From an optimization exercise on the open Yosys and OpenROAD flow, aimed at small area, a short achievable clock period and few clock cycles; shortcuts taken in it are not production practice. Where RTL was checked, it was by simulation tests only, not by an equivalence proof against the original. The RTL of runs 2 and 3 was laid out without a check of its function. Power and IR drop assume default switching activity.

`design/flow/config.mk`:
```
export PLATFORM = sky130hd
export DESIGN_NAME = CLE
export DESIGN_NICKNAME = CLE
export VERILOG_FILES = /design/flow/design.v
export SDC_FILE = /design/flow/constraint.sdc
export NUM_CORES = 4
export LEC_CHECK = 0
export ABC_AREA = 1
export CAP_MARGIN = 10
export CORE_MARGIN = 2
export CORE_UTILIZATION = 50
export CTS_BUF_LIST = sky130_fd_sc_hd__clkbuf_8
export PLACE_DENSITY = 0.6
export SLEW_MARGIN = 10
```
`design/flow/flow/run.sh`:
```
#!/bin/bash
set -euo pipefail
bash standard.sh "BUFFER_PORTS_ARGS=-buffer_cell sky130_fd_sc_hd__buf_1" SETUP_SLACK_MARGIN=5.8 finish > flow_make.log 2>&1
```
`design/flow/standard.sh`:
```
#!/bin/bash
# synth_recipe.tcl (not shown) runs the flow's synth.tcl, then flattens the netlist and writes it again
# the make line also repeats each setting of config.mk as NAME=value (left out here)
make -C /OpenROAD-flow-scripts/flow DESIGN_CONFIG=/design/flow/config.mk WORK_HOME=/design/flow/orfs CLKGATE_MAP_FILE= SYNTH_SCRIPT=/design/flow/synth_recipe.tcl "${@:-finish}"
```
`design/flow/constraint.sdc`:
```
create_clock -name core_clock -period 9.0 [get_ports {clk}]
set_input_delay 1.8000 -clock core_clock [delete_from_list [all_inputs] [get_ports {clk}]]
set_output_delay 1.8000 -clock core_clock [all_outputs]
set_load 0.01 [all_outputs]
```
`design/flow/design.v`:
```
`timescale 1ns/10ps
module CLE ( clk, reset, rom_q, rom_a, sram_q, sram_a, sram_d, sram_wen, finish);
input         clk;
input         reset;
input  [7:0]  rom_q;
output [6:0]  rom_a;
input  [7:0]  sram_q;
output [9:0]  sram_a;
output [7:0]  sram_d;
output        sram_wen;
output        finish;
reg  [9:0] sram_a;
reg        sram_wen;
reg        finish;
reg        s_wait, s_rs0, s_rs1, s_rs2, s_rs3, s_cmp, s_put, s_slw;
reg        early;        
reg        fin_st;       
reg  [9:0] pos;          
reg  [7:0] P;            
reg        pz;
reg        nNW, nN, nW;  
reg        fNW, fN, fW;  
reg        Lz;           
reg        wf;           
reg  [3:0] mods;         
reg  [7:0] newv;         
reg        decq;         
function [1:0] cmp8;
    input [7:0] a, b;
    reg   [7:0] g, l;
    reg   [3:0] g2, l2;
    reg   [1:0] g4, l4;
    integer i;
    begin
        for (i = 0; i < 8; i = i + 1) begin
            g[i] = a[i] & ~b[i];
            l[i] = ~a[i] & b[i];
        end
        for (i = 0; i < 4; i = i + 1) begin
            g2[i] = g[2*i+1] | (~l[2*i+1] & g[2*i]);
            l2[i] = l[2*i+1] | (~g[2*i+1] & l[2*i]);
        end
        for (i = 0; i < 2; i = i + 1) begin
            g4[i] = g2[2*i+1] | (~l2[2*i+1] & g2[2*i]);
            l4[i] = l2[2*i+1] | (~g2[2*i+1] & l2[2*i]);
        end
        cmp8 = {g4[1] | (~l4[1] & g4[0]), l4[1] | (~g4[1] & l4[0])};
    end
endfunction
reg  [6:0] rom_a;        
reg        f127;         
reg        fdone;        
reg        rv;           
reg  [7:0] cw;
reg        gap;          
assign sram_d = P;
wire [7:0] q_rev = {rom_q[0], rom_q[1], rom_q[2], rom_q[3],
                    rom_q[4], rom_q[5], rom_q[6], rom_q[7]};
wire [7:0] qm = q_rev & {~f127, 6'b111111, ~(~f127 & (rom_a == 7'd0))};
wire [6:0] nbi  = f127 ? 7'd127 : rom_a;
wire       qnz  = qm != 8'd0;
wire       nbv  = rv & ~fdone & qnz;        
wire [7:0] nb   = qm;
wire       nbadj = ~gap;                    
wire [2:0] o      = pos[2:0];
wire       rem_nz = |cw;
wire       avail  = rem_nz | nbv;
wire [7:0] srcw   = rem_nz ? cw : nb;
reg  [2:0] off, offm1;
reg  [7:0] oneh;
always @(*) begin
    casez (srcw)
    8'b???????1: begin off = 3'd0; offm1 = 3'd7; oneh = 8'b00000001; end
    8'b??????10: begin off = 3'd1; offm1 = 3'd0; oneh = 8'b00000010; end
    8'b?????100: begin off = 3'd2; offm1 = 3'd1; oneh = 8'b00000100; end
    8'b????1000: begin off = 3'd3; offm1 = 3'd2; oneh = 8'b00001000; end
    8'b???10000: begin off = 3'd4; offm1 = 3'd3; oneh = 8'b00010000; end
    8'b??100000: begin off = 3'd5; offm1 = 3'd4; oneh = 8'b00100000; end
    8'b?1000000: begin off = 3'd6; offm1 = 3'd5; oneh = 8'b01000000; end
    default:     begin off = 3'd7; offm1 = 3'd6; oneh = 8'b10000000; end
    endcase
end
wire [6:0] wd      = rem_nz ? pos[9:3] : nbi;
wire [9:0] nextpix = {wd, off};
wire [4:0] pr      = pos[9:5];
wire [4:0] pc      = pos[4:0];
wire [4:0] prm1    = pr - 5'd1;
wire [4:0] nbrm1   = nbi[6:2] - 5'd1;
wire [4:0] nrm1    = rem_nz ? prm1 : nbrm1;
wire [1:0] nwm1    = wd[1:0] - 2'd1;
wire [9:0] nx1     = {nrm1, (srcw[0] ? {nwm1, 3'd7} : {wd[1:0], offm1})};
wire       done    = fdone & ~rem_nz & ~nbv;
wire [2:0] op1     = o + 3'd1;
wire       cont    = rem_nz ? cw[op1]
                            : (rv & ~fdone & nbadj & nb[0] & (o == 3'd7) & (pos[4:3] != 2'd3));
wire       last_slw = (mods & (mods - 4'd1)) == 4'd0;
wire       nomods   = (mods == 4'd0);
wire       take     = (s_wait & avail & ~fin_st) | s_rs0 | (s_put & nomods & (cont | early));
wire       take_nb  = take & ~rem_nz;
wire       advance  = (rv & ~fdone & ~qnz) | take_nb;
always @(posedge clk or posedge reset) begin
    if (reset) begin
        rom_a <= 7'd0;
        f127  <= 1'b0;
        fdone <= 1'b0;
        rv    <= 1'b0;
        cw    <= 8'd0;
    end else begin
        if (take) cw <= srcw & ~oneh;
        rv <= ~advance;
        if (advance) begin
            if (f127)                    fdone <= 1'b1;
            else if (rom_a == 7'd126) begin
                rom_a <= 7'd0;
                f127  <= 1'b1;
            end else                     rom_a <= rom_a + 7'd1;
        end
    end
end
always @(posedge clk) begin
    if (take_nb)     gap <= 1'b0;
    else if (advance) gap <= 1'b1;
end
wire [7:0] Wv = (wf & ~Lz) ? P : 8'd0;
wire [7:0] Pe = pz ? 8'd0 : P;
wire [7:0] NE = sram_q;
wire       nwin = early ? s_rs1 : s_rs2;
wire [7:0] ca = nwin ? Wv : Pe;
wire [1:0] cab = cmp8(ca, sram_q);
wire [7:0] pmax = cab[0] ? sram_q : ca;
wire [1:0] cNP = cmp8(NE, Pe), cNn = cmp8(NE, newv), cPn = cmp8(Pe, newv);
wire [7:0] m   = (cNP[1] & cNn[1]) ? NE : (cPn[0] ? newv : Pe);
wire       plt = cPn[0] | cNP[1];           
wire       nz0 = ~|newv;
wire       nNE = |NE;
wire [3:0] mods_n = {nNW & (fNW | plt), nN & (fN | plt),
                     nNE & (cNP[0] | cNn[0]), nW & (fW | plt)};
wire       s0  = ~cPn[1] & ~cNn[1];         
wire [4:0] prp1 = pr + 5'd1;
wire [4:0] pcm1 = pc - 5'd1;
wire [4:0] pcp1 = pc + 5'd1;
wire [4:0] pcp2 = pc + 5'd2;
reg  [7:0] hoh;            
always @(*) begin
    case (pcp1[2:0])
    3'd0: hoh = 8'b00000001;
    3'd1: hoh = 8'b00000011;
    3'd2: hoh = 8'b00000111;
    3'd3: hoh = 8'b00001111;
    3'd4: hoh = 8'b00011111;
    3'd5: hoh = 8'b00111111;
    3'd6: hoh = 8'b01111111;
    default: hoh = 8'b11111111;
    endcase
end
wire       hword  = (nbi == {prp1, pcp1[4:3]});
wire       hazard = ~rem_nz & hword & ((nb & hoh) == (hoh & ~{1'b0, hoh[7:1]}));
wire       go_early = ~cont & avail & ~hazard;
always @(posedge clk) begin
    if (s_cmp) begin
        P   <= m;
        pz  <= nz0 & ~nN & ~nNE;
        nNW <= nN;
        nN  <= nNE;
        nW  <= ~nz0;
        fNW <= 1'b0;
        fN  <= 1'b0;
        fW  <= 1'b0;
    end else if (nwin | s_rs3) begin
        P   <= pmax;
        pz  <= 1'b0;
        if (nwin) begin
            nNW <= |sram_q;
            nW  <= wf & ~Lz;
            fNW <= cab[1];
            fW  <= cab[0];
        end else begin
            nN  <= |sram_q;
            fN  <= cab[1];
            fNW <= fNW | cab[0];
            fW  <= fW | cab[0];
        end
    end
    if (take) pos <= nextpix;
    if (s_wait | s_rs0 | (s_cmp & go_early))  sram_a <= nx1;
    else if (s_cmp)                           sram_a <= {prm1, pcp2};
    else if (s_rs1)                           sram_a <= {prm1, pc};
    else if (s_rs2)                           sram_a <= {prm1, pcp1};
    else if (s_slw)
        sram_a <= mods[3] ? {prm1, pcm1} : mods[2] ? {prm1, pc} :
                  mods[1] ? {prm1, pcp1} : {pr, pcm1};
    else                                      sram_a <= pos;
    if (s_cmp) early <= go_early;
    else if (s_wait | s_rs0) early <= 1'b0;
    if (s_wait | s_rs0) wf <= cont;
    else if (s_put)     wf <= cont;
    if (s_cmp) mods <= mods_n;
    else if (s_slw) begin
        if (mods[3])      mods[3] <= 1'b0;
        else if (mods[2]) mods[2] <= 1'b0;
        else if (mods[1]) mods[1] <= 1'b0;
        else              mods[0] <= 1'b0;
    end
end
always @(posedge clk or posedge reset) begin
    if (reset) begin
        s_wait <= 1'b1;
        s_rs0  <= 1'b0;
        s_rs1  <= 1'b0;
        s_rs2  <= 1'b0;
        s_rs3  <= 1'b0;
        s_cmp  <= 1'b0;
        s_put  <= 1'b0;
        s_slw  <= 1'b0;
        fin_st   <= 1'b0;
        sram_wen <= 1'b1;
        finish   <= 1'b0;
        newv     <= 8'd250;
        Lz       <= 1'b1;
    end else begin
        sram_wen <= ~((s_put & ~Lz) | s_slw);
        if (s_wait & fin_st) finish <= 1'b1;
        if (s_wait & ~avail & done) fin_st <= 1'b1;
        if (s_cmp) begin
            Lz   <= nz0;
            decq <= nz0 | s0;
        end
        if (s_put & decq) newv <= newv - 8'd1;
        s_wait <= (s_wait & ~(avail & ~fin_st)) | (s_put & nomods & ~cont & ~early & ~avail) |
                  (s_slw & last_slw & ~avail);
        s_rs0  <= (s_put & nomods & ~cont & ~early & avail) | (s_slw & last_slw & avail);
        s_rs1  <= (s_wait & avail & ~fin_st) | s_rs0 | (s_put & nomods & ~cont & early);
        s_rs2  <= s_rs1;
        s_rs3  <= s_rs2;
        s_cmp  <= s_rs3 | (s_put & nomods & cont);
        s_put  <= s_cmp;
        s_slw  <= (s_put & ~nomods) | (s_slw & ~last_slw);
    end
end
endmodule
```
==> results of run 1 <==
==> logic make-up (layout without fill, tap and decap cells) <==
| group | Yosys count | after routing | synth area share (%) |
|---|---|---|---|
| fa+ha+maj | 17 | 17 | 3.48 |
| compound gates | 131 | 131 | 12.3 |
| simple gates | 494 | 495 | 35.8 |
| flops | 81 | 81 | 34.6 |
| buf+inv | 143 | 190 | 9.60 |
| xor+xnor | 29 | 29 | 4.16 |
| mux | 1 | 1 | 0.164 |
==> worst max path at each step <==
stage | start | end | slack [ps] | depth (start not counted)
floorplan | sram_q[7] | P[3]$_DFFE_PP_ | 5880 | 13
global placement | rom_q[1] | sram_a[8]$_DFF_P_ | 5320 | 13
detailed placement | rom_q[1] | pos[9]$_DFFE_PP_ | 5330 | 13
CTS | sram_q[7] | P[2]$_DFFE_PP_ | 5820 | 13
global route | sram_q[7] | P[4]$_DFFE_PP_ | 5790 | 11
finish | sram_q[2] | P[5]$_DFFE_PP_ | 5900 | 11
==> placed cells by master (no fill, tap or decap), drive strengths merged, types with 17 or more instances in the layout <==
cell      n
buf      46
dfrtp    29
nand2   267
xor2     23
inv     123
a21oi    39
edfxtp   29
o21ai    62
nor2     97
ha       17
nor3     19
nand3    87
==> cells in the mapped netlist (all sizes together) (2+ instances only) <==
cell	count
xor2	23
nor3	19
nor4	3
nand4	13
a21oi	39
clkbuf	6
nand2	266
nor2	97
o21a	2
o211ai	7
dfstp	9
a21boi	2
nand3	87
buf	11
nand3b	5
dfrtp	29
o21ai	62
dfxtp	14
o22ai	3
or2	3
a31oi	8
ha	17
inv	122
xnor2	6
clkinv	3
a31o	3
edfxtp	29
==> routing by layer <==
| layer | up-vias | share of wire (%) | GRT usage (%) |
|---|---|---|---|
| met3 | 55 | 3.8 | 4.39 |
| met2 | 188 | 51 | 50.5 |
| met1 | 2843 | 41 | 32.7 |
| li1 | 3010 | - | - |
| met4 | 0 | 4.9 | 15.8 |
| met5 | - | 0 | 0 |
==> state kept, by name, indices dropped and copies added (netlist names), 4 cells and up <==
| signal | count |
|---|---|
| rom_a | 7 |
| newv | 8 |
| mods | 4 |
| P | 8 |
| pos | 10 |
| sram_a | 10 |
| cw | 8 |
==> metrics by stage <==
step	area [um^2]	total power [mW]	worst slack [ps]
floorplan	6110	1.66	5880
global route	6680	2.56	5790
finish	6680	2.35	5900
detailed placement	6360	2.02	5330
CTS	6580	2.32	5820
global placement	6360	2.01	5320
==> power by group <==
part	internal, mW	switching [mW]	leakage, nW
combinational	0.421	0.961	2.31
sequential	0.561	0.114	0.836
clock	0.145	0.149	0.110
total	1.13	1.22	3.25
==> worst max-delay path, stage by stage <==
cell	delay [ps]
buf_1	120
clkinvlp_4	200
buf_4	190
nand3_1	70
nand2_1	90
o21ai_2	230
nand2_4	140
nand2_4	150
nand2_1	70
nand3_1	90
nand2_1	80
==> final cells by class <==
class / count / area share [%]
multi-input cells: 673 / 52.2
flip-flops and latches: 81 / 31.7
inverters: 125 / 7.12
repair buffers: 49 / 3.09
well taps: 147 / 2.76
clock buffers: 11 / 2.27
clock inverters: 5 / 0.918
==> timing repair <==
action / 4_1_cts / 5_1_grt
setup endpoints to repair: 24 / 33
gates cloned: 0 / 1
setup buffers: 0 / 3
resized for setup: 2 / 17
==> impl_metrics.yaml, run 1 <==
run_status:
  status: "complete, no violations"
synth:
  synth_seq_area_share_pct: 34.6
  ys_async_sr_fraction_pct: 46.9
  synth_nets: 931
  synth_edf_count: 29
  synth_flop_cell: "edfxtp_1"
  synth_top_area_share_pct: 15.2
  ys_ff_latch: 81
  syn_area_um2: 6110
  synthCells: 896
  synthTopCellsByArea: "nand2_1 15%, edfxtp_1 14%, dfrtp_1 12%"
  yosysTopAreaCell: "nand2_1"
  avgSynthCellArea_um2: 6.82
  synth_cell_types: 48
  yosysWarningCount: 1
worst_setup_path:
  rrSetupSlack_ps: 6030
  worstPathRequired_ps: 9130
  criticalPathCategory: "in -> reg"
  end_kind: "flop"
  rr_endpoint: "sram_a[8]$_DFF_P_"
  worstRegToRegCells: 12
  cp_max_fo: 10
  cp.arrival_ps: 3230
  r2r_start: "pos[0]$_DFFE_PP_"
  critPathLaunchType: "input port"
cells_and_area:
  regArea_um2: 2110
  fin_cells: 1091
  nFillCells: 1221
  multi_input_area_um2: 3480
  area_growth_pct: 9.21
  antennaDiodeCount: 0
  drive_above_1_share_pct: 9.85
  finalNetCount: 974
  post-route-util_pct: 55.8
clock_network:
  postCtsHoldBufs: 0
  cts_tree: "built"
  clk_pin_slew_ps: 80
  cts_max_path_buffers: 2
  clkLatencyLatePin_ps: 380
  root_buffer: "clkbuf_8"
  clock_sinks: 81
  cts_made_buffers: 9
  htreeDepth: 3
floorplan:
  ios: 45
  dieArea_um2: 13100
  rows: 40
  core_area_um2: 12000
  die_w_um: 115
  die_height_um: 115
  start_util_pct: 51.1
timing:
  setup_tns_ps: 0
  relSlewSlack_pct: 29.2
  setup_viol: 0
  hold_violations: 0
  period_needed_ps: 3100
  fmax_mhz: 323
  rsz0062_at_grt: "true"
  finClkSkew_ps: 10.5
  holdWs_ps: 469
  drv_slew: 0
  tightest_slew_ps: 1060
  min_period_over_period_pct: 34.4
detailed_routing:
  wire_per_inst_um: 16.5
  drt-initial-drc-count: 307
  final_antenna_net_count: 0
  via_per_inst: 5.59
  finalWirelength_mm: 18.0
  dr_total_vias: 6096
  firstDrtPassIters: 5
  drc: 0
pwr:
  p_per_area_nw_per_um2: 352
  ir_drop_uv: 166
  p_leak_nw: 3.25
hold_path:
  hp-class: "reg -> reg"
  hp-start: "finish$_DFFE_PP0P_"
  worst_hold_path.endpoint: "finish$_DFFE_PP0P_"
  hold_path_depth: 2
placed_design:
  gp_congestion: 0.956
  place_inst: 1071
  hpwl_mm: 14.0
  io_buffers: 44
global_route:
  grt_max_degree: 32
  grt_pass1_vias: 5869
  grt_overflow_total: 0
  grt_usage_pct: 28.5
  antenna_found_initial: 0
  grt_pass1_wl_mm: 29.0
flow_run:
  cap_viol_max_count: 0
Testbench counts, summed over its fixed seeds: cycles 52,360.
==> run 2, diff against run 1 <==
--- a/design/flow/design.v
+++ b/design/flow/design.v
@@ -98,5 +98,7 @@
 wire       take     = (s_wait & avail & ~fin_st) | s_rs0 | (s_put & nomods & (cont | early));
 wire       take_nb  = take & ~rem_nz;
-wire       advance  = (rv & ~fdone & ~qnz) | take_nb;
+wire       cont_nb  = nbadj & nb[0] & (o == 3'd7) & (pos[4:3] != 2'd3);
+wire       take_x   = (s_wait & ~fin_st) | s_rs0 | (s_put & nomods & (cont_nb | early));
+wire       advance  = rv & ~fdone & (~qnz | (~rem_nz & take_x));
 always @(posedge clk or posedge reset) begin
     if (reset) begin
@@ -130,5 +132,7 @@
 wire [7:0] pmax = cab[0] ? sram_q : ca;
 wire [1:0] cNP = cmp8(NE, Pe), cNn = cmp8(NE, newv), cPn = cmp8(Pe, newv);
-wire [7:0] m   = (cNP[1] & cNn[1]) ? NE : (cPn[0] ? newv : Pe);
+wire [7:0] Q   = cPn[0] ? newv : Pe;       
+wire [1:0] cNQ = cmp8(NE, Q);
+wire [7:0] m   = cNQ[1] ? NE : Q;
 wire       plt = cPn[0] | cNP[1];           
 wire       nz0 = ~|newv;
--- a/design/flow/config.mk
+++ b/design/flow/config.mk
@@ -7,8 +7,8 @@
 export LEC_CHECK = 0
 export ABC_AREA = 1
-export CAP_MARGIN = 10
+export CAP_MARGIN = 30
 export CORE_MARGIN = 2
 export CORE_UTILIZATION = 50
 export CTS_BUF_LIST = sky130_fd_sc_hd__clkbuf_8
 export PLACE_DENSITY = 0.6
-export SLEW_MARGIN = 10
+export SLEW_MARGIN = 20
==> impl_metrics.yaml, run 2 <==
run_status:
  status: "complete, no violations"
clock_network:
  root_buffer: "clkbuf_8"
  htreeDepth: 3
  clk_pin_slew_ps: 80
  cts_tree: "built"
  cts_made_buffers: 9
  clkLatencyLatePin_ps: 380
  cts_max_path_buffers: 2
  clock_sinks: 81
cells_and_area:
  drive_above_1_share_pct: 13.1
  layout_commonest_cell: "nand2_1"
  multi_input_area_um2: 3550
  finalNetCount: 961
  fin_cells: 1077
  post-route-util_pct: 58.6
  nFillCells: 1101
  largestRegisters: "pos x10, sram_a x10"
  area_growth_pct: 15.5
  antennaDiodeCount: 0
  final_cell_mix: "171 x nand2_1, 115 x inv_1, 97 x nor2_1"
  regArea_um2: 2110
  final_area_um2: 6950
pwr:
  ir_drop_uv: 222
  finalPower_mw: 2.59
  p_leak_nw: 3.24
  seq_power_share_pct: 26.3
  intPower_mw: 1.24
  power_frac_comb_pct: 61.0
  swShare_pct: 51.9
  p_per_area_nw_per_um2: 373
  switchingPower_mw: 1.35
  pwr-share-clk_pct: 12.7
timing:
  holdWs_ps: 468
  fin_ws_ps: 5820
  tightest_slew_ps: 1010
  finClkSkew_ps: 13.1
  min_period_over_period_pct: 35.4
  hold_violations: 0
  fmax_mhz: 314
  setup_tns_ps: 0
  period_needed_ps: 3180
  setup_viol: 0
  drv_slew: 0
  rsz0062_at_grt: "true"
  relSlewSlack_pct: 32.4
floorplan:
  rows: 40
  start_util_pct: 50.7
  dieArea_um2: 12900
  die_height_um: 114
  core_area_um2: 11900
  die_w_um: 114
  ios: 45
worst_setup_path:
  criticalPathCategory: "in -> reg"
  crit_path_frequent_cell: "nand2_1"
  worst_path_max_delay_cell: "o31ai_4"
  critPathBufInv: 2
  critPathMaxStageDelay_ps: 330
  cp.arrival_ps: 3250
  end_kind: "flop"
  crit_chain: "buf_1 -> and2_1 -> nand2_1 -> o31ai_4 -> o21ai_1 -> nand2_2 -> nand2_1 -> inv_1"
  cp_top_family: "simple AND/OR/NAND/NOR gates"
  worstPathRequired_ps: 9070
  critPathLaunchType: "input port"
  rrSetupSlack_ps: 6010
  cp_max_fo: 6
detailed_routing:
  via_per_inst: 5.60
  drt-initial-drc-count: 523
  final_antenna_net_count: 0
  finalWirelength_mm: 17.7
  dr_total_vias: 6030
  wire_per_inst_um: 16.4
  firstDrtPassIters: 5
  drc: 0
global_route:
  antenna_found_initial: 0
  grt_pass1_vias: 5633
  grt_pass1_wl_mm: 27.6
  grt_max_degree: 30
  grt_overflow_total: 0
  grt_usage_pct: 27.2
placed_design:
  hpwl_mm: 12.9
  gp_congestion: 0.897
  place_inst: 1042
  dp_slack_ps: 5110
  dpl_cell_area_um2: 6290
  io_buffers: 44
flow_run:
  cap_viol_max_count: 0
synth:
  synth_seq_area_share_pct: 35.1
  yosysTopAreaCell: "edfxtp_1"
  yosysMostFrequentCell: "nand2_1"
  synth_cell_types: 54
  yosysWarningCount: 1
  synth_top_area_share_pct: 14.5
  ys_ff_latch: 81
  synth_common_cells: "178 x nand2_1, 123 x inv_1, 99 x nor2_1"
  ys_async_sr_fraction_pct: 46.9
  synth_flop_cell: "edfxtp_1"
  syn_area_um2: 6020
  synth_nets: 903
  avgSynthCellArea_um2: 6.94
  synthCells: 867
  synthTopCellsByArea: "edfxtp_1 14%, dfrtp_1 12%, nand2_1 11%"
  synth_edf_count: 29
hold_path:
  hp-class: "reg -> reg"
==> run 2: final timing paths <==
kind,startpoint,endpoint,cells after the start
worst max-delay path,rom_q[7],pos[9]$_DFFE_PP_,8
worst min-delay path,finish$_DFFE_PP0P_,finish$_DFFE_PP0P_,2
worst max register to register,pos[1]$_DFFE_PP_,sram_a[3]$_DFF_P_,13
worst min register to register,finish$_DFFE_PP0P_,finish$_DFFE_PP0P_,2
max in group asynchronous,reset,s_wait$_DFF_PP1_,3
min in group asynchronous,reset,finish$_DFFE_PP0P_,2
==> run 2: layer usage <==
metal  GRT usage [%]  part of all wire, %  routed length, um
met5               0                    0                  0
met4            12.2                  3.9                690
met3            3.72                  5.2                921
met2            47.9                   49               8610
met1            33.3                   42               7430
==> run 2: final cells by class <==
type / instances / area share [%]
multi-input combinational: 637 / 51.1
clock buffer: 9 / 1.78
sequential: 81 / 30.4
tap: 147 / 2.65
inverter: 133 / 7.34
clock inverter: 7 / 1.69
timing repair buffer: 63 / 5.02
==> run 2: power by group through the flow <==
| stage | clock network [mW] | registers (mW) | logic, mW |
|---|---|---|---|
| finish | 0.329 | 0.681 | 1.58 |
| floorplan | 0 | 0.656 | 1.07 |
| detailed placement | 0 | 0.687 | 1.39 |
| global placement | 0 | 0.685 | 1.37 |
| CTS | 0.337 | 0.681 | 1.42 |
| global route | 0.348 | 0.699 | 1.76 |
==> run 2: worst reg2reg max path: cells and delay by family, from the launching register on <==
family / cells / cell delay (ps)
AO/OA/AOI/OAI: 4 / 750
adder cells (fa/ha/maj): 2 / 690
buffers and inverters: 2 / 210
flip-flops: 1 / 520
XOR/XNOR: 1 / 150
AND/OR/NAND/NOR: 4 / 570
==> run 2: kinds of logic (layout without fill, tap and decap cells) <==
family                     count (synthesis)  after routing  synth area share, %
and+or+nand+nor                          413            416                 30.3
AOI/OAI and AO/OA                        172            172                 16.3
buffers and inverters                    152            212                 10.1
DFF                                       81             81                 35.1
xor gates and xnor gates                  31             31                 4.51
adders and majority gates                 18             18                 3.74
==> run 2: timing repair <==
| action | 4_1_cts | 5_1_grt |
|---|---|---|
| endpoints found under the setup margin | 30 | 46 |
| cloned | 1 | 2 |
| hold buffers | 0 | 0 |
| setup buffers | 6 | 10 |
| gates resized for setup | 8 | 60 |
| pin swaps | 2 | 20 |
==> run 3, diff against run 2 <==
--- a/design/flow/design.v
+++ b/design/flow/design.v
@@ -13,5 +13,10 @@
 reg        sram_wen;
 reg        finish;
-reg        s_wait, s_rs0, s_rs1, s_rs2, s_rs3, s_cmp, s_put, s_slw;
+localparam WAIT = 3'd0, RS0 = 3'd1, RS1 = 3'd2, RS2 = 3'd3, RS3 = 3'd4,
+           CMP  = 3'd5, PUT = 3'd6, SLW = 3'd7;
+reg  [2:0] st;
+wire       s_wait = (st == WAIT), s_rs0 = (st == RS0), s_rs1 = (st == RS1),
+           s_rs2  = (st == RS2),  s_rs3 = (st == RS3), s_cmp = (st == CMP),
+           s_put  = (st == PUT),  s_slw = (st == SLW);
 reg        early;        
 reg        fin_st;       
@@ -98,7 +103,5 @@
 wire       take     = (s_wait & avail & ~fin_st) | s_rs0 | (s_put & nomods & (cont | early));
 wire       take_nb  = take & ~rem_nz;
-wire       cont_nb  = nbadj & nb[0] & (o == 3'd7) & (pos[4:3] != 2'd3);
-wire       take_x   = (s_wait & ~fin_st) | s_rs0 | (s_put & nomods & (cont_nb | early));
-wire       advance  = rv & ~fdone & (~qnz | (~rem_nz & take_x));
+wire       advance  = (rv & ~fdone & ~qnz) | take_nb;
 always @(posedge clk or posedge reset) begin
     if (reset) begin
@@ -132,7 +135,5 @@
 wire [7:0] pmax = cab[0] ? sram_q : ca;
 wire [1:0] cNP = cmp8(NE, Pe), cNn = cmp8(NE, newv), cPn = cmp8(Pe, newv);
-wire [7:0] Q   = cPn[0] ? newv : Pe;       
-wire [1:0] cNQ = cmp8(NE, Q);
-wire [7:0] m   = cNQ[1] ? NE : Q;
+wire [7:0] m   = (cNP[1] & cNn[1]) ? NE : (cPn[0] ? newv : Pe);
 wire       plt = cPn[0] | cNP[1];           
 wire       nz0 = ~|newv;
@@ -209,12 +210,5 @@
 always @(posedge clk or posedge reset) begin
     if (reset) begin
-        s_wait <= 1'b1;
-        s_rs0  <= 1'b0;
-        s_rs1  <= 1'b0;
-        s_rs2  <= 1'b0;
-        s_rs3  <= 1'b0;
-        s_cmp  <= 1'b0;
-        s_put  <= 1'b0;
-        s_slw  <= 1'b0;
+        st       <= WAIT;
         fin_st   <= 1'b0;
         sram_wen <= 1'b1;
@@ -231,13 +225,14 @@
         end
         if (s_put & decq) newv <= newv - 8'd1;
-        s_wait <= (s_wait & ~(avail & ~fin_st)) | (s_put & nomods & ~cont & ~early & ~avail) |
-                  (s_slw & last_slw & ~avail);
-        s_rs0  <= (s_put & nomods & ~cont & ~early & avail) | (s_slw & last_slw & avail);
-        s_rs1  <= (s_wait & avail & ~fin_st) | s_rs0 | (s_put & nomods & ~cont & early);
-        s_rs2  <= s_rs1;
-        s_rs3  <= s_rs2;
-        s_cmp  <= s_rs3 | (s_put & nomods & cont);
-        s_put  <= s_cmp;
-        s_slw  <= (s_put & ~nomods) | (s_slw & ~last_slw);
+        case (st)
+        WAIT:    st <= (avail & ~fin_st) ? RS1 : WAIT;
+        RS0:     st <= RS1;
+        RS1:     st <= RS2;
+        RS2:     st <= RS3;
+        RS3:     st <= CMP;
+        CMP:     st <= PUT;
+        PUT:     st <= ~nomods ? SLW : cont ? CMP : early ? RS1 : avail ? RS0 : WAIT;
+        default: st <= ~last_slw ? SLW : avail ? RS0 : WAIT;
+        endcase
     end
 end
==> impl_metrics.yaml, run 3 <==
clock_network:
  clk_pin_slew_ps: 90
  clock_sinks: 76
  cts_max_path_buffers: 2
  cts_made_buffers: 9
  cts_tree: "built"
  root_buffer: "clkbuf_8"
  htreeDepth: 3
  clkLatencyLatePin_ps: 370
  postCtsHoldBufs: 0
worst_setup_path:
  rr_endpoint: "early$_SDFFCE_PN0P_"
  end_kind: "flop"
  cp.arrival_ps: 3220
  worstPathRequired_ps: 9130
  r2r_start: "pos[0]$_DFFE_PP_"
  cp_max_fo: 10
  worstRegToRegCells: 16
  critPathLaunchType: "input port"
  rrSetupSlack_ps: 6010
  criticalPathCategory: "in -> reg"
floorplan:
  die_height_um: 114
  core_area_um2: 11900
  dieArea_um2: 12900
  start_util_pct: 50.6
  ios: 45
  rows: 40
  die_w_um: 114
global_route:
  use_met2_pct: 44.0
  grt_overflow_total: 0
  grt_pass1_wl_mm: 28.7
  grt_pass1_vias: 5717
  grt_usage_pct: 28.3
  grt_busiest_layer: "met2"
  grt_use_met3_pct: 4.57
  grt_max_degree: 22
  antenna_found_initial: 0
  met1_usage_pct: 41.1
timing:
  hold_violations: 0
  setup_viol: 0
  setup_tns_ps: 0
  fin_ws_ps: 5910
  rsz0062_at_grt: "false"
  fmax_mhz: 323
  finClkSkew_ps: 11.8
  min_period_over_period_pct: 34.4
  relSlewSlack_pct: 49.1
  tightest_slew_ps: 762
  drv_slew: 0
  period_needed_ps: 3090
placed_design:
  gp_congestion: 0.952
  io_buffers: 44
  dp_slack_ps: 4980
  hpwl_mm: 13.5
cells_and_area:
  largestRegisters: "pos x10, sram_a x10"
  area_growth_pct: 11.8
  nFillCells: 1218
  regArea_um2: 1990
  multi_input_area_um2: 3560
  final_cell_mix: "257 x nand2_1, 117 x inv_1, 102 x nand3_1"
  finalNetCount: 997
  drive_above_1_share_pct: 9.51
  antennaDiodeCount: 0
  layout_commonest_cell: "nand2_1"
pwr:
  power_frac_comb_pct: 64.3
  intPower_mw: 1.23
  p_leak_nw: 3.25
  p_per_area_nw_per_um2: 397
  swShare_pct: 54.1
  seq_power_share_pct: 24.4
  switchingPower_mw: 1.44
  ir_drop_uv: 183
  pwr-share-clk_pct: 11.3
  finalPower_mw: 2.67
hold_path:
  hp-start: "fW$_SDFFE_PP0P_"
  worst_hold_path.endpoint: "fW$_SDFFE_PP0P_"
  hold_path_depth: 2
  hp-class: "reg -> reg"
detailed_routing:
  final_antenna_net_count: 0
  via_per_inst: 5.60
  finalWirelength_mm: 18.1
  drt-initial-drc-count: 504
  dr_total_vias: 6241
  firstDrtPassIters: 8
  wire_per_inst_um: 16.2
  drc: 0
synth:
  synthTopCellsByArea: "nand2_1 16%, edfxtp_1 14%, dfrtp_1 10%"
  synth_flop_cell: "edfxtp_1"
  synth_seq_area_share_pct: 33.1
  synth_top_area_share_pct: 16.3
  synthCells: 907
  syn_area_um2: 6010
  synth_nets: 942
  yosysMostFrequentCell: "nand2_1"
  yosysWarningCount: 1
  avgSynthCellArea_um2: 6.62
  yosysTopAreaCell: "nand2_1"
  synth_edf_count: 29
  ys_ff_latch: 76
  ys_async_sr_fraction_pct: 43.4
  synth_common_cells: "260 x nand2_1, 119 x inv_1, 102 x nand3_1"
  synth_cell_types: 46
run_status:
  status: "complete, no violations"
flow_run:
  cap_viol_max_count: 0
[run 3: cell count changes after synthesis, moves of 6 or more]
| cell | previous run | this run |
|---|---|---|
| nand3_1 | 71 | 102 |
| a21oi_1 | 32 | 38 |
| o21ai_0 | 84 | 57 |
| nand2_1 | 178 | 260 |
| nor2_1 | 99 | 77 |
[run 3: through the flow]
step	utilization [%]	cells	hold slack [ps]	area, um^2
2_1_floorplan	-	907	431	6010
3_3_place_gp	53.1	1085	443	6300
3_5_place_dp	53.1	1085	457	6300
4_1_cts	55.3	1102	472	6560
5_1_grt	56.6	1114	496	6720
6_report	56.6	1114	470	6720
[run 3: power by group through the flow]
stage          Sequential, mW  Clock [mW]  Combinational, mW
6_report                0.651       0.302               1.72
3_5_place_dp            0.657           0               1.58
3_3_place_gp            0.655           0               1.57
5_1_grt                 0.666       0.319               1.91
2_1_floorplan           0.631           0               1.18
4_1_cts                 0.650       0.307               1.61
[run 3: layout make-up]
class	instances	share of cell area [%]
timing repair buffer	59	4.19
multi-input combinational	689	53.0
inverter	127	7.19
clock buffer	9	1.84
sequential	76	29.6
clock inverter	7	1.47
tap	147	2.74
[run 3: worst max path at each step]
stage,start,endpoint,slack (ps),depth (start not counted)
CTS,sram_q[6],P[2]$_DFFE_PP_,5810,12
detailed placement,rom_q[0],sram_a[2]$_DFF_P_,4980,12
global route,rom_q[0],pos[7]$_DFFE_PP_,5760,13
global placement,rom_q[0],sram_a[1]$_DFF_P_,5170,12
finish,sram_q[7],P[3]$_DFFE_PP_,5910,12
floorplan,sram_q[3],P[3]$_DFFE_PP_,5800,13
[run 3: logic make-up after synthesis]
family	Yosys count	synth area share, %
AO/OA/AOI/OAI	134	12.4
XOR/XNOR	28	4.08
adder cells (fa/ha/maj)	17	3.54
buffers and inverters	143	9.29
flip-flops	76	33.1
multiplexers	1	0.167
AND/OR/NAND/NOR	508	37.4
[run 3: per-layer routing]
metal	routed length, um	up-vias
li1	-	3081
met1	8420	2899
met2	8130	242
met3	1240	19
met4	276	0
met5	0	-
[run 3: worst max-delay path, cell delays in order]
cell and delay (ps):
buf_1 110, inv_1 190, nor2_1 80, o31ai_1 280
o21a_1 180, nand2_1 100, nand2_4 160, inv_4 80
nand2_1 60, nand2_1 60, nand2_1 50, nand2_1 50
[run 3: repair_timing]
action                                  in CTS  in global routing
gates cloned                                 1                  0
resized for setup                            8                 18
setup buffers                                0                 12
pin swaps                                    0                  3
endpoints found under the setup margin      31                 35
==> run 4, diff against run 3 <==
--- a/design/flow/design.v
+++ b/design/flow/design.v
@@ -13,12 +13,6 @@
 reg        sram_wen;
 reg        finish;
-localparam WAIT = 3'd0, RS0 = 3'd1, RS1 = 3'd2, RS2 = 3'd3, RS3 = 3'd4,
-           CMP  = 3'd5, PUT = 3'd6, SLW = 3'd7;
-reg  [2:0] st;
-wire       s_wait = (st == WAIT), s_rs0 = (st == RS0), s_rs1 = (st == RS1),
-           s_rs2  = (st == RS2),  s_rs3 = (st == RS3), s_cmp = (st == CMP),
-           s_put  = (st == PUT),  s_slw = (st == SLW);
+reg        s_wait, s_rs0, s_rs1, s_rs2, s_rs3, s_cmp, s_put, s_slw;
 reg        early;        
-reg        fin_st;       
 reg  [9:0] pos;          
 reg  [7:0] P;            
@@ -101,5 +95,5 @@
 wire       last_slw = (mods & (mods - 4'd1)) == 4'd0;
 wire       nomods   = (mods == 4'd0);
-wire       take     = (s_wait & avail & ~fin_st) | s_rs0 | (s_put & nomods & (cont | early));
+wire       take     = (s_wait & avail & ~finish) | s_rs0 | (s_put & nomods & (cont | early));
 wire       take_nb  = take & ~rem_nz;
 wire       advance  = (rv & ~fdone & ~qnz) | take_nb;
@@ -143,7 +137,5 @@
 wire       s0  = ~cPn[1] & ~cNn[1];         
 wire [4:0] prp1 = pr + 5'd1;
-wire [4:0] pcm1 = pc - 5'd1;
 wire [4:0] pcp1 = pc + 5'd1;
-wire [4:0] pcp2 = pc + 5'd2;
 reg  [7:0] hoh;            
 always @(*) begin
@@ -162,4 +154,13 @@
 wire       hazard = ~rem_nz & hword & ((nb & hoh) == (hoh & ~{1'b0, hoh[7:1]}));
 wire       go_early = ~cont & avail & ~hazard;
+wire       slw_w = s_slw & ~mods[3] & ~mods[2] & ~mods[1];
+wire [4:0] arow  = (s_cmp | s_rs1 | s_rs2 | (s_slw & ~slw_w)) ? prm1 : pr;
+reg  [4:0] acol;
+always @(*) begin
+    if (s_cmp)      acol = 5'd2;
+    else if (s_rs2) acol = 5'd1;
+    else if (s_slw) acol = mods[3] ? 5'd31 : mods[2] ? 5'd0 : mods[1] ? 5'd1 : 5'd31;
+    else            acol = 5'd0;
+end
 always @(posedge clk) begin
     if (s_cmp) begin
@@ -188,12 +189,6 @@
     end
     if (take) pos <= nextpix;
-    if (s_wait | s_rs0 | (s_cmp & go_early))  sram_a <= nx1;
-    else if (s_cmp)                           sram_a <= {prm1, pcp2};
-    else if (s_rs1)                           sram_a <= {prm1, pc};
-    else if (s_rs2)                           sram_a <= {prm1, pcp1};
-    else if (s_slw)
-        sram_a <= mods[3] ? {prm1, pcm1} : mods[2] ? {prm1, pc} :
-                  mods[1] ? {prm1, pcp1} : {pr, pcm1};
-    else                                      sram_a <= pos;
+    if (s_wait | s_rs0 | (s_cmp & go_early)) sram_a <= nx1;
+    else                                     sram_a <= {arow, pc + acol};
     if (s_cmp) early <= go_early;
     else if (s_wait | s_rs0) early <= 1'b0;
@@ -210,6 +205,12 @@
 always @(posedge clk or posedge reset) begin
     if (reset) begin
-        st       <= WAIT;
-        fin_st   <= 1'b0;
+        s_wait <= 1'b1;
+        s_rs0  <= 1'b0;
+        s_rs1  <= 1'b0;
+        s_rs2  <= 1'b0;
+        s_rs3  <= 1'b0;
+        s_cmp  <= 1'b0;
+        s_put  <= 1'b0;
+        s_slw  <= 1'b0;
         sram_wen <= 1'b1;
         finish   <= 1'b0;
@@ -218,6 +219,5 @@
     end else begin
         sram_wen <= ~((s_put & ~Lz) | s_slw);
-        if (s_wait & fin_st) finish <= 1'b1;
-        if (s_wait & ~avail & done) fin_st <= 1'b1;
+        if (s_wait & ~avail & done) finish <= 1'b1;
         if (s_cmp) begin
             Lz   <= nz0;
@@ -225,14 +225,13 @@
         end
         if (s_put & decq) newv <= newv - 8'd1;
-        case (st)
-        WAIT:    st <= (avail & ~fin_st) ? RS1 : WAIT;
-        RS0:     st <= RS1;
-        RS1:     st <= RS2;
-        RS2:     st <= RS3;
-        RS3:     st <= CMP;
-        CMP:     st <= PUT;
-        PUT:     st <= ~nomods ? SLW : cont ? CMP : early ? RS1 : avail ? RS0 : WAIT;
-        default: st <= ~last_slw ? SLW : avail ? RS0 : WAIT;
-        endcase
+        s_wait <= (s_wait & ~(avail & ~finish)) | (s_put & nomods & ~cont & ~early & ~avail) |
+                  (s_slw & last_slw & ~avail);
+        s_rs0  <= (s_put & nomods & ~cont & ~early & avail) | (s_slw & last_slw & avail);
+        s_rs1  <= (s_wait & avail & ~finish) | s_rs0 | (s_put & nomods & ~cont & early);
+        s_rs2  <= s_rs1;
+        s_rs3  <= s_rs2;
+        s_cmp  <= s_rs3 | (s_put & nomods & cont);
+        s_put  <= s_cmp;
+        s_slw  <= (s_put & ~nomods) | (s_slw & ~last_slw);
     end
 end
==> design/flow/flow/run.sh (replaced) <==
#!/bin/bash
set -euo pipefail
bash standard.sh "BUFFER_PORTS_ARGS=-buffer_cell sky130_fd_sc_hd__buf_1" SETUP_SLACK_MARGIN=5.7 finish > flow_make.log 2>&1
==> impl_metrics.yaml, run 4 <==
flow_run:
  cap_viol_max_count: 0
placed_design:
  hpwl_mm: 12.9
  dp_slack_ps: 5360
  gp_congestion: 0.932
  io_buffers: 44
clock_network:
  cts_max_path_buffers: 2
  clkLatencyLatePin_ps: 370
  root_buffer: "clkbuf_8"
  cts_tree: "built"
  htreeDepth: 3
  clk_pin_slew_ps: 80
  clock_sinks: 80
  cts_made_buffers: 9
pwr:
  intPower_mw: 0.970
  swShare_pct: 49.7
  seq_power_share_pct: 32.0
  pwr-share-clk_pct: 13.9
  p_per_area_nw_per_um2: 301
  ir_drop_uv: 252
  switchingPower_mw: 0.959
  power_frac_comb_pct: 54.1
  p_leak_nw: 3.13
cells_and_area:
  layout_commonest_cell: "nand2_1"
  finalNetCount: 948
  drive_above_1_share_pct: 7.53
  nFillCells: 1146
  antennaDiodeCount: 0
  area_growth_pct: 8.69
  final_cell_mix: "236 x nand2_1, 120 x nand3_1, 115 x inv_1"
  largestRegisters: "pos x10, sram_a x10"
run_status:
  status: "complete, no violations"
synth:
  synth_compound_area_share_pct: 10.5
  synth.mux.area_fraction_pct: 0.170
  synth_flop_cell: "edfxtp_1"
  synth_edf_count: 29
  synthTopCellsByArea: "nand2_1 15%, edfxtp_1 15%, dfrtp_1 12%"
  syn_area_um2: 5900
  yosysWarningCount: 1
  synth_nets: 900
  avgSynthCellArea_um2: 6.84
  synth-simple-area-share_pct: 37.1
  synth_seq_area_share_pct: 35.4
  synth_common_cells: "237 x nand2_1, 120 x nand3_1, 113 x inv_1"
  synth_top_family_by_area: "simple AND/OR/NAND/NOR gates"
  synthCells: 863
  synthAdderAreaFrac_pct: 4.16
  synth_xor_area_share_pct: 3.86
  ys_ff_latch: 80
  yosysTopAreaCell: "nand2_1"
  synth_cell_types: 46
  ys_async_sr_fraction_pct: 46.3
  synth_top_area_share_pct: 15.1
  yosysMostFrequentCell: "nand2_1"
floorplan:
  rows: 39
  dieArea_um2: 12700
  start_util_pct: 51.5
  die_w_um: 113
  ios: 45
  die_height_um: 113
  core_area_um2: 11500
timing:
  min_period_over_period_pct: 35.2
  period_needed_ps: 3170
  finClkSkew_ps: 13.5
  setup_viol: 0
  drv_slew: 0
  fmax_mhz: 315
  relSlewSlack_pct: 36.6
  setup_tns_ps: 0
  fin_ws_ps: 5830
  rsz0062_at_grt: "false"
  hold_violations: 0
  tightest_slew_ps: 948
worst_setup_path:
  r2r_start: "pos[1]$_DFFE_PP_"
  end_kind: "flop"
  criticalPathCategory: "in -> reg"
  rrSetupSlack_ps: 5980
  rr_endpoint: "sram_a[9]$_DFF_P_"
  worstPathRequired_ps: 9120
  worstRegToRegCells: 15
  cp.arrival_ps: 3290
  cp_max_fo: 9
  critPathLaunchType: "input port"
hold_path:
  hp-start: "s_rs1$_DFF_PP0_"
  hold_path_depth: 0
  worst_hold_path.endpoint: "s_rs2$_DFF_PP0_"
  hp-class: "reg -> reg"
detailed_routing:
  dr_total_vias: 5873
  finalWirelength_mm: 16.8
  via_per_inst: 5.55
  drt-initial-drc-count: 508
  wire_per_inst_um: 15.8
  final_antenna_net_count: 0
  drc: 0
  firstDrtPassIters: 6
global_route:
  grt_usage_pct: 27.2
  grt_pass1_vias: 5689
  grt_pass1_wl_mm: 27.5
  antenna_found_initial: 0
  grt_max_degree: 24
  grt_overflow_total: 0
run 4: cell types whose count changed in the layout (fill, tap and decap cells not counted), sizes merged, moves of 4 or more:
| cell | previous run | this run |
|---|---|---|
| nand3 | 107 | 122 |
| nor3 | 17 | 11 |
| or2 | 4 | 0 |
| inv | 128 | 124 |
| nand4 | 17 | 12 |
| a21oi | 40 | 30 |
| nand2 | 274 | 257 |
| buf | 56 | 47 |
| o21ai | 67 | 60 |
run 4: area by class of cell:
class,instances,area (um^2),area share [%]
Inverter,121,454,7.08
Clock inverter,7,63.8,0.995
Sequential cell,80,2090,32.6
Multi-Input combinational cell,650,3300,51.4
Clock buffer,9,124,1.93
Timing Repair Buffer,49,210,3.28
Tap cell,143,179,2.79
run 4: cell families after synthesis:
family / Yosys count
AND/OR/NAND/NOR: 493
buffers and inverters: 133
AO/OA/AOI/OAI: 111
flip-flops: 80
XOR/XNOR: 26
adder cells (fa/ha/maj): 19
multiplexers: 1
run 4: timing repair:
action,CTS,global route
endpoints found under the setup margin,0,18
gates resized for setup,0,4
hold buffers,0,0
buffers inserted,0,2
run 4: worst max-delay path: stages:
cell and delay, ps:
clkbuf_2 170, inv_1 220, nand2_1 80, nand3_1 80, nand2_1 80, o21a_1 190, nand2_1 70, nand2_1 70
nand2_2 190, inv_2 110, nand2_1 80, nand2_1 50, nand2_1 50, nand2_1 60
run 4: stage by stage:
| step | power [mW] | cell area, um^2 | utilization [%] | std cells | hold slack [ps] |
|---|---|---|---|---|---|
| finish | 1.93 | 6410 | 55.9 | 1059 | 428 |
| global route | 2.10 | 6410 | 55.9 | 1059 | 462 |
| CTS | 1.92 | 6380 | 55.6 | 1056 | 427 |
| detailed placement | 1.65 | 6190 | 54.0 | 1040 | 409 |
| global placement | 1.64 | 6190 | 54.0 | 1039 | 399 |
| floorplan | 1.38 | 5900 | - | 863 | 352 |
run 4: worst max-delay path by stage:
| stage | startpoint | end | slack, ps |
|---|---|---|---|
| after floorplan | sram_q[2] | P[6]$_DFFE_PP_ | 5920 |
| after global placement | sram_q[7] | P[6]$_DFFE_PP_ | 5390 |
| after detailed placement | rom_q[1] | sram_a[7]$_DFF_P_ | 5360 |
| final | sram_q[7] | P[4]$_DFFE_PP_ | 5830 |
| after CTS | rom_q[1] | sram_a[7]$_DFF_P_ | 5750 |
| after global routing | rom_q[1] | rom_a[0]$_DFFE_PP0P_ | 5700 |
run 4: power by group through the flow:
stage               clock network (mW)  logic [mW]  registers, mW
detailed placement                   0        1.03          0.623
CTS                              0.273        1.04          0.616
finish                           0.269        1.04          0.617
floorplan                            0       0.776          0.607
global route                     0.288        1.18          0.631
global placement                     0        1.02          0.621
run 4: layer usage:
metal  up-vias  GRT usage (%)  wire length, um
li1       2919              -                -
met1      2723           33.0             7140
met2       189           47.4             8220
met3        42           4.00              765
met4         0           12.5              638
met5         -              0                0
Testbench counts of run 4, summed over its fixed seeds: cycles 52,296.
==> run 5, diff against run 4 <==
==> design/flow/flow/run.sh (replaced) <==
#!/bin/bash
set -euo pipefail
bash standard.sh "BUFFER_PORTS_ARGS=-buffer_cell sky130_fd_sc_hd__buf_1" SETUP_SLACK_MARGIN=5.8 finish > flow_make.log 2>&1
==> impl_metrics.yaml, run 5 <==
run_status:
  status: "complete, no violations"
clock_network:
  root_buffer: "clkbuf_8"
  htreeDepth: 3
  clock_sinks: 80
  clkLatencyLatePin_ps: 380
  clk_pin_slew_ps: 80
  postCtsHoldBufs: 0
  cts_made_buffers: 9
  cts_max_path_buffers: 2
  cts_tree: "built"
worst_setup_path:
  worst_path_max_delay_cell: "a31oi_1"
  cp_max_fo: 9
  cp.arrival_ps: 3230
  critPathMaxStageDelay_ps: 220
  worstPathRequired_ps: 9130
  r2r_start: "pos[0]$_DFFE_PP_"
  criticalPathCategory: "in -> reg"
  cp_top_family: "simple AND/OR/NAND/NOR gates"
  crit_path_frequent_cell: "nand2_1"
  critPathBufInv: 3
  rrSetupSlack_ps: 6160
  crit_chain: "buf_2 -> inv_1 -> nand2_1 -> nand3_1 -> nand2_1 -> a31oi_1 -> nand2_1 -> nand2_4 -> inv_4 -> nand2_1 -> nand2_1 -> nand2_1 -> nand2_1"
  worstRegToRegCells: 15
  rr_endpoint: "sram_a[7]$_DFF_P_"
  end_kind: "flop"
  critPathLaunchType: "input port"
synth:
  ys_async_sr_fraction_pct: 46.3
  synth_nets: 900
  yosysTopAreaCell: "nand2_1"
  yosysMostFrequentCell: "nand2_1"
  synthCells: 863
  synth_edf_count: 29
  synth_common_cells: "237 x nand2_1, 120 x nand3_1, 113 x inv_1"
  synth_top_area_share_pct: 15.1
  ys_ff_latch: 80
  synth_cell_types: 46
  synth_flop_cell: "edfxtp_1"
  yosysWarningCount: 1
  synth_seq_area_share_pct: 35.4
  synthTopCellsByArea: "nand2_1 15%, edfxtp_1 15%, dfrtp_1 12%"
  avgSynthCellArea_um2: 6.84
  syn_area_um2: 5900
detailed_routing:
  wire_per_inst_um: 15.9
  via_per_inst: 5.53
  final_antenna_net_count: 0
  drc: 0
  dr_total_vias: 5885
  drt-initial-drc-count: 553
  finalWirelength_mm: 16.9
  firstDrtPassIters: 5
floorplan:
  rows: 39
  start_util_pct: 51.5
  die_w_um: 113
  dieArea_um2: 12700
  die_height_um: 113
  core_area_um2: 11500
  ios: 45
global_route:
  grt_use_met3_pct: 4.00
  grt_pass1_vias: 5689
  antenna_found_initial: 0
  grt_overflow_total: 0
  grt_busiest_layer: "met2"
  grt_max_degree: 24
  grt_pass1_wl_mm: 27.5
  grt_usage_pct: 27.2
  met1_usage_pct: 33.0
  use_met2_pct: 47.4
timing:
  min_period_over_period_pct: 34.5
  rsz0062_at_grt: "true"
  setup_tns_ps: 0
  tightest_slew_ps: 966
  drv_slew: 0
  fmax_mhz: 323
  relSlewSlack_pct: 35.3
  finClkSkew_ps: 12.6
  setup_viol: 0
  period_needed_ps: 3100
  hold_violations: 0
cells_and_area:
  layout_commonest_cell: "nand2_1"
  antennaDiodeCount: 0
  multi_input_area_um2: 3320
  final_cell_mix: "236 x nand2_1, 120 x nand3_1, 113 x inv_1"
  post-route-util_pct: 56.5
  nFillCells: 1143
  final_area_um2: 6480
  finalNetCount: 954
  drive_above_1_share_pct: 8.57
  area_growth_pct: 9.86
  fin_cells: 1065
  largestRegisters: "pos x10, sram_a x10"
  regArea_um2: 2090
placed_design:
  io_buffers: 44
  hpwl_mm: 12.9
  gp_congestion: 0.932
  dpl_cell_area_um2: 6190
  place_inst: 1040
hold_path:
  worst_hold_path.endpoint: "s_rs2$_DFF_PP0_"
  hold_path_depth: 0
  hp-class: "reg -> reg"
  hp-start: "s_rs1$_DFF_PP0_"
flow_run:
  cap_viol_max_count: 0
pwr:
  p_per_area_nw_per_um2: 299
  ir_drop_uv: 258
  finalPower_mw: 1.94
  p_leak_nw: 3.17
## run 5: worst max path at each step
stage / to / startpoint / cells after the start
floorplan: P[6]$_DFFE_PP_ / sram_q[2] / 11
global placement: P[6]$_DFFE_PP_ / sram_q[7] / 13
detailed placement: sram_a[7]$_DFF_P_ / rom_q[1] / 13
CTS: P[6]$_DFFE_PP_ / sram_q[3] / 13
global route: P[0]$_DFFE_PP_ / sram_q[1] / 10
finish: P[4]$_DFFE_PP_ / sram_q[7] / 13
## run 5: area by class of cell
cell class	count	share of cell area, %
clock buffers	9	1.91
flip-flops and latches	80	32.2
multi-input cells	651	51.3
inverters	121	7.04
clock inverters	7	0.984
well taps	143	2.76
repair buffers	54	3.82
## run 5: cell families after synthesis
group	synth area share, %
multiplexers	0.170
XOR/XNOR	3.86
AO/OA/AOI/OAI	10.5
AND/OR/NAND/NOR	37.1
buffers and inverters	8.82
adder cells (fa/ha/maj)	4.16
flip-flops	35.4
## run 5: what timing repair did
item | in CTS | in global routing
buffers inserted | 0 | 7
pin swaps | 0 | 1
endpoints found under the setup margin | 16 | 34
cloned | 0 | 1
gates resized for setup | 2 | 10
## run 5: report_power, final
group	switching, mW	internal [mW]	total [mW]
logic	0.729	0.328	1.06
clock network	0.142	0.126	0.268
registers	0.0927	0.523	0.616
## run 5: worst reg2reg max path: stages (launching register included)
cell and delay, ps:
edfxtp_1 530, ha_1 280, ha_2 420, inv_2 60
nand2_1 140, nand3_1 150, nand2_1 110, nand2_1 80
xnor2_1 150, nand3_1 90, nor2_1 130, nand2_1 90
nand2_2 140, nand2_2 170, nand2_1 130, nand2_1 70
## run 5: per-stage QoR
stage / hold slack, ps / worst slack (ps)
2_1_floorplan: 352 / 5920
3_3_place_gp: 399 / 5390
3_5_place_dp: 409 / 5360
4_1_cts: 427 / 5800
5_1_grt: 462 / 5800
6_report: 428 / 5900
## run 5: routing by layer
layer / wire (um) / up-vias
li1: - / 2940
met1: 7170 / 2730
met2: 8380 / 173
met3: 735 / 42
met4: 613 / 0
met5: 0 / -
==> run 6, diff against run 5 <==
==> design/flow/flow/run.sh (replaced) <==
#!/bin/bash
set -euo pipefail
bash standard.sh "BUFFER_PORTS_ARGS=-buffer_cell sky130_fd_sc_hd__buf_1" SETUP_SLACK_MARGIN=5.9 finish > flow_make.log 2>&1
==> impl_metrics.yaml, run 6 <==
run_status:
  status: "complete, no violations"
synth:
  synthCells: 863
  synth_seq_area_share_pct: 35.4
  synth-simple-area-share_pct: 37.1
  synth_top_family_by_area: "simple AND/OR/NAND/NOR gates"
  synth_top_area_share_pct: 15.1
  synthAdderAreaFrac_pct: 4.16
  synth_common_cells: "237 x nand2_1, 120 x nand3_1, 113 x inv_1"
  synth_flop_cell: "edfxtp_1"
  synthTopCellsByArea: "nand2_1 15%, edfxtp_1 15%, dfrtp_1 12%"
  synth_edf_count: 29
  avgSynthCellArea_um2: 6.84
  yosysTopAreaCell: "nand2_1"
  synth_compound_area_share_pct: 10.5
  ys_ff_latch: 80
  ys_async_sr_fraction_pct: 46.3
  synth.mux.area_fraction_pct: 0.170
  synth_cell_types: 46
  yosysMostFrequentCell: "nand2_1"
  synth_nets: 900
  yosysWarningCount: 1
  syn_area_um2: 5900
  synth_xor_area_share_pct: 3.86
clock_network:
  cts_made_buffers: 9
  clkLatencyLatePin_ps: 380
  cts_max_path_buffers: 2
  root_buffer: "clkbuf_8"
  cts_tree: "built"
  clock_sinks: 80
  htreeDepth: 3
  clk_pin_slew_ps: 80
placed_design:
  hpwl_mm: 12.9
  io_buffers: 44
  gp_congestion: 0.932
cells_and_area:
  antennaDiodeCount: 0
  layout_commonest_cell: "nand2_1"
  final_cell_mix: "236 x nand2_1, 120 x nand3_1, 110 x inv_1"
  post-route-util_pct: 57.0
  area_growth_pct: 10.7
  drive_above_1_share_pct: 10.1
  nFillCells: 1132
  largestRegisters: "pos x10, sram_a x10"
  finalNetCount: 957
detailed_routing:
  via_per_inst: 5.52
  drt-initial-drc-count: 499
  dr_total_vias: 5893
  firstDrtPassIters: 8
  wire_per_inst_um: 16.0
  drc: 0
  final_antenna_net_count: 0
  finalWirelength_mm: 17.1
pwr:
  pwr-share-clk_pct: 13.7
  intPower_mw: 0.983
  swShare_pct: 49.8
  power_frac_comb_pct: 54.7
  switchingPower_mw: 0.975
  p_per_area_nw_per_um2: 300
  seq_power_share_pct: 31.6
  ir_drop_uv: 250
  p_leak_nw: 3.21
timing:
  fmax_mhz: 333
  min_period_over_period_pct: 33.4
  relSlewSlack_pct: 28.7
  finClkSkew_ps: 13.4
  drv_slew: 0
  setup_viol: 0
  setup_tns_ps: 0
  hold_violations: 0
  tightest_slew_ps: 1070
  period_needed_ps: 3000
  rsz0062_at_grt: "false"
floorplan:
  rows: 39
  start_util_pct: 51.5
  core_area_um2: 11500
  dieArea_um2: 12700
  ios: 45
  die_w_um: 113
  die_height_um: 113
worst_setup_path:
  worst_path_max_delay_cell: "a31oi_1"
  critPathBufInv: 3
  worstPathRequired_ps: 9120
  crit_path_frequent_cell: "nand2_1"
  crit_chain: "buf_2 -> inv_2 -> nand2_1 -> nand3_1 -> nand2_1 -> a31oi_1 -> nand2_1 -> nand2_4 -> inv_4 -> nand2_1 -> nand2_1 -> nand2_1 -> nand2_1"
  critPathLaunchType: "input port"
  critPathMaxStageDelay_ps: 220
  cp.arrival_ps: 3130
  cp_max_fo: 9
  end_kind: "flop"
  rrSetupSlack_ps: 6190
  cp_top_family: "simple AND/OR/NAND/NOR gates"
  criticalPathCategory: "in -> reg"
global_route:
  grt_pass1_wl_mm: 27.7
  antenna_found_initial: 0
  grt_usage_pct: 27.4
  grt_pass1_vias: 5695
  grt_max_degree: 24
  grt_overflow_total: 0
flow_run:
  cap_viol_max_count: 0
hold_path:
  hp-class: "reg -> reg"
==> run 6: final cells by class <==
class	instances	area, um^2	share of cell area (%)
clock inverters	7	63.8	0.977
clock buffers	9	124	1.90
multi-input cells	652	3350	51.3
well taps	143	179	2.74
flip-flops and latches	80	2090	32.0
inverters	121	458	7.01
repair buffers	56	270	4.14
==> run 6: power by group through the flow <==
stage	combinational (mW)	clock [mW]	sequential, mW
after floorplan	0.776	0	0.607
after global placement	1.02	0	0.621
after detailed placement	1.03	0	0.623
after CTS	1.04	0.273	0.616
after global routing	1.21	0.288	0.631
final	1.07	0.268	0.618
==> run 6: kinds of logic after synthesis <==
family / count (synthesis)
buf+inv: 133
simple gates: 493
fa+ha+maj: 19
mux: 1
flops: 80
xor+xnor: 26
compound gates: 111
==> run 6: metrics by stage <==
stage	hold slack, ps	total power, mW	area [um^2]	instances	worst slack, ps
floorplan	352	1.38	5900	863	5920
global placement	399	1.64	6190	1039	5390
detailed placement	409	1.65	6190	1040	5360
CTS	427	1.93	6400	1057	5900
global route	462	2.13	6530	1068	5890
finish	425	1.96	6530	1068	6000
==> run 6: worst paths after layout <==
check                                  from             endpoint  cells past startpoint
max                               sram_q[7]       P[4]$_DFFE_PP_                     13
min                         s_rs1$_DFF_PP0_      s_rs2$_DFF_PP0_                      0
max reg2reg                pos[0]$_DFFE_PP_    sram_a[7]$_DFF_P_                     15
min reg2reg                 s_rs1$_DFF_PP0_      s_rs2$_DFF_PP0_                      0
max in group asynchronous             reset     s_wait$_DFF_PP1_                      3
min in group asynchronous             reset  newv[4]$_DFFE_PP1P_                      2
==> run 6: timing repair <==
action,4_1_cts,5_1_grt
setup buffers,0,9
resized for setup,4,22
hold buffers,0,0
cloned,1,1
endpoints found under the setup margin,28,37
pin swaps,0,2
endpoints found under the hold margin,0,0
==> run 6: routing by layer <==
metal | wire (um) | share of wire [%] | vias up | global-route usage, %
li1 | - | - | 2950 | -
met1 | 7350 | 43 | 2730 | 33.4
met2 | 8510 | 50 | 169 | 48.0
met3 | 704 | 4.1 | 44 | 3.94
met4 | 573 | 3.3 | 0 | 11.9
met5 | 0 | 0 | - | 0
==> run 7, diff against run 6 <==
--- a/design/flow/design.v
+++ b/design/flow/design.v
@@ -14,4 +14,5 @@
 reg        finish;
 reg        s_wait, s_rs0, s_rs1, s_rs2, s_rs3, s_cmp, s_put, s_slw;
+reg        kp;           
 reg        early;        
 reg  [9:0] pos;          
@@ -95,5 +96,6 @@
 wire       last_slw = (mods & (mods - 4'd1)) == 4'd0;
 wire       nomods   = (mods == 4'd0);
-wire       take     = (s_wait & avail & ~finish) | s_rs0 | (s_put & nomods & (cont | early));
+wire       take     = (s_wait & avail & ~finish) | s_rs0 | (s_put & nomods & (cont | early)) |
+                      (s_slw & last_slw & cont);
 wire       take_nb  = take & ~rem_nz;
 wire       advance  = (rv & ~fdone & ~qnz) | take_nb;
@@ -124,5 +126,5 @@
 wire [7:0] Pe = pz ? 8'd0 : P;
 wire [7:0] NE = sram_q;
-wire       nwin = early ? s_rs1 : s_rs2;
+wire       nwin = ~kp & (early ? s_rs1 : s_rs2);
 wire [7:0] ca = nwin ? Wv : Pe;
 wire [1:0] cab = cmp8(ca, sram_q);
@@ -173,5 +175,5 @@
         fN  <= 1'b0;
         fW  <= 1'b0;
-    end else if (nwin | s_rs3) begin
+    end else if (nwin | (s_rs3 & ~kp)) begin
         P   <= pmax;
         pz  <= 1'b0;
@@ -217,4 +219,5 @@
         newv     <= 8'd250;
         Lz       <= 1'b1;
+        kp       <= 1'b0;
     end else begin
         sram_wen <= ~((s_put & ~Lz) | s_slw);
@@ -226,8 +229,10 @@
         if (s_put & decq) newv <= newv - 8'd1;
         s_wait <= (s_wait & ~(avail & ~finish)) | (s_put & nomods & ~cont & ~early & ~avail) |
-                  (s_slw & last_slw & ~avail);
-        s_rs0  <= (s_put & nomods & ~cont & ~early & avail) | (s_slw & last_slw & avail);
+                  (s_slw & last_slw & ~cont & ~avail);
+        s_rs0  <= (s_put & nomods & ~cont & ~early & avail) | (s_slw & last_slw & ~cont & avail);
         s_rs1  <= (s_wait & avail & ~finish) | s_rs0 | (s_put & nomods & ~cont & early);
-        s_rs2  <= s_rs1;
+        s_rs2  <= s_rs1 | (s_slw & last_slw & cont);
+        if (s_slw & last_slw) kp <= cont;
+        else if (s_cmp)       kp <= 1'b0;
         s_rs3  <= s_rs2;
         s_cmp  <= s_rs3 | (s_put & nomods & cont);
==> impl_metrics.yaml, run 7 <==
pwr:
  intPower_mw: 0.577
  finalPower_mw: 0.852
  power_frac_comb_pct: 18.8
  swShare_pct: 32.3
  p_per_area_nw_per_um2: 129
  switchingPower_mw: 0.275
  seq_power_share_pct: 48.2
  pwr-share-clk_pct: 33.0
  p_leak_nw: 3.26
  ir_drop_uv: 66.9
synth:
  synth-simple-area-share_pct: 36.7
  synthCells: 867
  synth_edf_count: 29
  ys_async_sr_fraction_pct: 46.9
  synth.mux.area_fraction_pct: 0.337
  synth_common_cells: "243 x nand2_1, 105 x inv_1, 100 x nand3_1"
  synth_top_area_share_pct: 15.4
  synth_seq_area_share_pct: 35.6
  synth_xor_area_share_pct: 4.13
  syn_area_um2: 5940
  synth_compound_area_share_pct: 9.99
  synth_cell_types: 42
  yosysMostFrequentCell: "nand2_1"
  synthTopCellsByArea: "nand2_1 15%, edfxtp_1 15%, dfrtp_1 12%"
  yosysWarningCount: 1
  yosysTopAreaCell: "nand2_1"
  synth_flop_cell: "edfxtp_1"
  avgSynthCellArea_um2: 6.85
detailed_routing:
  dr_total_vias: 5897
  drc: 0
  firstDrtPassIters: 17
  final_antenna_net_count: 0
  finalWirelength_mm: 16.6
  drt-initial-drc-count: 461
placed_design:
  hpwl_mm: 12.6
  io_buffers: 44
cells_and_area:
  nFillCells: 1152
  largestRegisters: "pos x10, sram_a x10"
  area_growth_pct: 11.4
  antennaDiodeCount: 0
global_route:
  grt_overflow_total: 0
  grt_pass1_wl_mm: 27.3
  grt_max_degree: 31
  grt_usage_pct: 26.9
  grt_pass1_vias: 5716
run_status:
  status: "complete, no violations"
timing:
  rsz0062_at_grt: "true"
  tightest_slew_ps: 836
  fmax_mhz: 333
  setup_viol: 0
  min_period_over_period_pct: 33.4
  relSlewSlack_pct: 44.0
  drv_slew: 0
clock_network:
  root_buffer: "clkbuf_8"
  clock_sinks: 81
  cts_max_path_buffers: 2
  cts_made_buffers: 9
  clkLatencyLatePin_ps: 380
  cts_tree: "built"
  htreeDepth: 3
floorplan:
  ios: 45
  die_w_um: 113
  rows: 39
  start_util_pct: 51.5
  core_area_um2: 11500
hold_path:
  hp-class: "reg -> reg"
worst_setup_path:
  worstPathRequired_ps: 9140
  cp_max_fo: 8
  critPathLaunchType: "input port"
  criticalPathCategory: "in -> reg"
flow_run:
  cap_viol_max_count: 0
## run 7: cell types whose count changed after synthesis, sizes merged, moves of 3 or more
| cell | change |
|---|---|
| xor2 | +3 |
| nand2 | +9 |
| nand3 | -20 |
| a21oi | -5 |
| nor3 | +5 |
| nor2 | +6 |
## run 7: timing repair
action | CTS | global route
setup buffers | 2 | 6
resized for setup | 4 | 33
pin swaps | 0 | 4
gates cloned | 0 | 2
endpoints found under the setup margin | 13 | 36
## run 7: cell families (layout without fill, tap and decap cells)
logic type                 count (synthesis)  after routing
AOI/OAI and AO/OA                        105            105
buffers and inverters                    137            193
adders and majority gates                 19             19
and+or+nand+nor                          495            497
DFF                                       81             81
muxes                                      2              2
xor gates and xnor gates                  28             28
## run 7: cell type report
type	count	area [um^2]	share of cell area, %
clock buffers	9	124	1.87
clock inverters	7	76.3	1.15
inverters	122	467	7.06
multi-input cells	651	3400	51.4
flip-flops and latches	81	2110	32.0
well taps	143	179	2.71
repair buffers	55	256	3.88
## run 7: layer usage
metal  part of all wire, %  track usage (%)
met5                     0                0
met4                   2.4             11.2
met2                    50             48.0
met3                   4.9             3.21
met1                    43             33.0
## run 7: critical path, stage by stage
cell      delay [ps]
clkbuf_2         130
inv_4            100
nand2_1          100
a31oi_2          210
a31oi_2          140
nand2_1           80
nand2_1          120
nand2_4          130
inv_4             70
nand2_1           60
nand2_1           80
nand2_1           70
nand2_1           60
## run 7: stage by stage
step	setup slack, ps	area, um^2	cells	utilization, %
finish	6000	6610	1068	57.4
global route	5860	6610	1068	57.4
CTS	5900	6440	1060	55.9
detailed placement	5460	6220	1042	54.0
global placement	5430	6220	1042	54.0
floorplan	5900	5940	867	-
## run 7: power groups by stage
stage | clock, mW | combinational, mW | sequential, mW
after CTS | 0.288 | 0.152 | 0.410
final | 0.281 | 0.160 | 0.410
after floorplan | 0 | 0.110 | 0.414
after global routing | 0.301 | 0.182 | 0.412
after detailed placement | 0 | 0.149 | 0.418
after global placement | 0 | 0.146 | 0.418
## run 7: worst paths after layout
kind	from	to	cells past startpoint	slack, ps
hold reg to reg	s_rs2$_DFF_PP0_	s_rs3$_DFF_PP0_	0	430
hold / removal	s_rs2$_DFF_PP0_	s_rs3$_DFF_PP0_	0	430
setup reg to reg	pos[1]$_DFFE_PP_	pos[9]$_DFFE_PP_	10	6190
max in group asynchronous	reset	s_wait$_DFF_PP1_	3	6770
min in group asynchronous	reset	newv[0]$_DFFE_PP0P_	2	1420
setup / recovery	sram_q[7]	P[4]$_DFFE_PP_	13	6000
Testbench counts of run 7, summed over its fixed seeds: cycles 51,512.

Setup slack of run 7, layout unchanged: 5.998 ns with ideal ports, 6.012 ns with driving cells assumed (clock clkbuf_16, inputs buf_2), 5.608 ns with port delays also shifted by the 0.403 ns mid clock arrival.
